This design comes from an exercise in tuning for small area and a short achievable clock period on the open sky130 flow, not from production work.
No activity file was given, so power comes from the tool's default toggle rates.

==> flow/design.v (excerpt) <==
module uw_phase_resolver (
    input clk,
    input rst,
    input [31:0] uw_pattern,                 
    output [13:0] mem_addr,                  
    input signed [15:0] rd_i,                
    input signed [15:0] rd_q,                
    output reg wr_en,
    output [13:0] wr_addr,
    output signed [15:0] wr_i,
    output signed [15:0] wr_q,
    output reg [1:0] best_rot,               
    output [13:0] match_index,               
    output reg valid                         
);
==> module uw_phase_resolver, before the edit <==
module uw_phase_resolver (
    input clk,
    input rst,
    input [31:0] uw_pattern,                 
    output [13:0] mem_addr,                  
    input signed [15:0] rd_i,                
    input signed [15:0] rd_q,                
    output reg wr_en,
    output [13:0] wr_addr,
    output signed [15:0] wr_i,
    output signed [15:0] wr_q,
    output reg [1:0] best_rot,               
    output [13:0] match_index,               
    output reg valid                         
);
    reg [13:0] pos;
    reg        started;
    reg [4:0]  max_level;
    reg [1:0]  rot_found;                    
    reg [13:0] best_index_n;                 
    wire [14:0] next  = {1'b0, pos} + 15'd1;
    wire        last  = next[14];                
    wire        count = ~last | (~started & ~wr_en);
    assign mem_addr    = next[13:0];
    assign wr_addr     = pos;
    assign match_index = ~(best_index_n | {14{~valid}});
    wire judge = started & ~valid & ~(&pos[13:1]);
    wire [31:0] win;
    window_buffer buffer_inst (
        .clk(clk),
        .rst(rst),
        .in_in(rd_i[15] & started),              
        .in_qn(rd_q[15] & started),
        .win(win)
    );
    wire [1:0] match_rot;
    wire [4:0] match_level;
    uw_match_score scorer (
        .uw_pattern(uw_pattern),
        .win(win),
        .best_rot(match_rot),
        .level(match_level)
    );
    phase_corrector pc_inst (
        .best_rot(best_rot),
        .i_in(rd_i),
        .q_in(rd_q),
        .i_out(wr_i),
        .q_out(wr_q)
    );
    always @(posedge clk) begin
        if (rst) begin
            pos     <= 14'h3fff;
            started <= 1'b0;
            valid   <= 1'b0;
            wr_en   <= 1'b0;
        end else begin
            if (count)
                pos <= next[13:0];
            if (last) begin
                started <= ~(started ^ valid) | wr_en;
                valid   <= valid | started;
                wr_en   <= ~started & valid & ~wr_en;
            end
        end
    end
    wire better = judge && match_level > max_level;
    always @(posedge clk) begin
        if (rst) begin
            max_level <= 5'd0;
            rot_found <= 2'd0;
            best_rot  <= 2'd0;
        end else begin
            if (better) begin
                max_level <= match_level;
                rot_found <= match_rot;
            end
            best_rot <= rot_found;
        end
    end
    always @(posedge clk) begin
        if (better)
            best_index_n <= ~{pos[13:4] - 10'd1, pos[3:0]};
    end
endmodule
Settings: LEC_CHECK=0, CAP_MARGIN=20, CORE_MARGIN=2, CORE_UTILIZATION=65, PLACE_DENSITY=0.75, SLEW_MARGIN=20; clock period 28.0 ns.
standard.sh (not shown) runs the stock make flow with config.mk's settings and CLKGATE_MAP_FILE= SYNTH_SCRIPT=/design/flow/synth_recipe.tcl, a recipe that flattens the netlist after the stock synthesis.
==> flow/flow/run.sh <==
#!/bin/bash
# Own layout flow: the standard ORFS layout (standard.sh) with two changes:
#  * ABC maps the logic with the area-oriented script in flow/abc_area.script
#    instead of ORFS's speed script (registers, their names and cells are
#    untouched: ABC only maps the combinational logic);
#  * the port buffers that buffer_ports puts on every input and output are
#    sky130_fd_sc_hd__buf_1.
set -euo pipefail
here=$(pwd)
export BUFFER_PORTS_ARGS="-buffer_cell sky130_fd_sc_hd__buf_1"
# Clock tree without the dummy loads CTS adds for balance.
export CTS_ARGS="-sink_clustering_enable -repair_clock_nets -dont_use_dummy_load -buf_list sky130_fd_sc_hd__clkbuf_8"
sed "s#@SCRIPT@#$here/flow/abc_area.script#" flow/abc_override.tcl > flow_abc_override.tcl
sed "s#^source \$::env(SCRIPTS_DIR)/synth.tcl#source $here/flow_abc_override.tcl\n&#" synth_recipe.tcl > flow_synth.tcl
grep -q flow_abc_override flow_synth.tcl
sed "s#SYNTH_SCRIPT=[^ ]*#SYNTH_SCRIPT=$here/flow_synth.tcl#" standard.sh > flow_standard.sh
grep -q "SYNTH_SCRIPT=$here/flow_synth.tcl" flow_standard.sh
bash flow_standard.sh finish > flow_make.log 2>&1
==> flow/flow/abc_area.script <==
&get -n
&st
&dch -f
&nf -a
&put
topo
==> flow/flow/abc_override.tcl <==
# Sourced before ORFS's synth.tcl: its "abc -script <ORFS script> ..." call
# runs with the area-oriented script instead (all other arguments kept).
proc abc {args} {
  set i [lsearch -exact $args -script]
  if { $i >= 0 } {
    set args [lreplace $args [expr {$i + 1}] [expr {$i + 1}] {@SCRIPT@}]
  }
  puts "abc (flow override): $args"
  yosys abc {*}$args
}
Change:
--- a/flow/design.v
+++ b/flow/design.v
@@ -159,18 +159,8 @@
     );
     always @(posedge clk) begin
-        if (rst) begin
-            pos     <= 14'h3fff;
-            started <= 1'b0;
-            valid   <= 1'b0;
-            wr_en   <= 1'b0;
-        end else begin
-            if (count)
-                pos <= next[13:0];
-            if (last) begin
-                started <= ~(started ^ valid) | wr_en;
-                valid   <= valid | started;
-                wr_en   <= ~started & valid & ~wr_en;
-            end
-        end
+        pos     <= next[13:0] | {14{rst | ~count}};
+        started <= ~rst & (last ? ~(started ^ valid) | wr_en : started);
+        valid   <= ~rst & (valid | (last & started));
+        wr_en   <= ~rst & (last ? ~started & valid & ~wr_en : wr_en);
     end
     wire better = judge && match_level > max_level;
Outcome: Clock-buffer cell count stays the same; design area came out lower by 1.2%; utilization shrinks by 0.56 points; register-to-register slack gets better by 0.16 ns; setup slack improved by 0.11 ns; power shrinks by 9.9%.
Function was not checked in any run of this note: the RTL went through the layout flow alone.

==> port drivers added, routing unchanged <==
No port has a modelled driver above. Below, the same layouts with a new extraction and two added sets of constraints. Step 1 assumes that a clkbuf_16 drives the clock port and a buf_2 every other input. Step 2 times the ports against the registers' clock, not the clock port: input delays grow and output delays shrink by t, the midpoint of the rising clock arrivals with the driver on. Slacks: ideal ports / drivers / drivers and shift; pairs: ideal ports / drivers.
run | t, ns | setup WS [ns] | hold slack, ns | worst setup path after step 2
the first run | 0.367 | 14.858 / 14.837 / 14.567 | 0.399 / 0.399 / 0.399 | input to register
the second run | 0.383 | 14.970 / 14.945 / 14.711 | 0.403 / 0.403 / 0.403 | input to register
After both steps setup and hold are still met in every run listed. The setup slack of the first run, which loses most, moves by -0.021 ns with the drivers and by -0.291 ns with both steps.
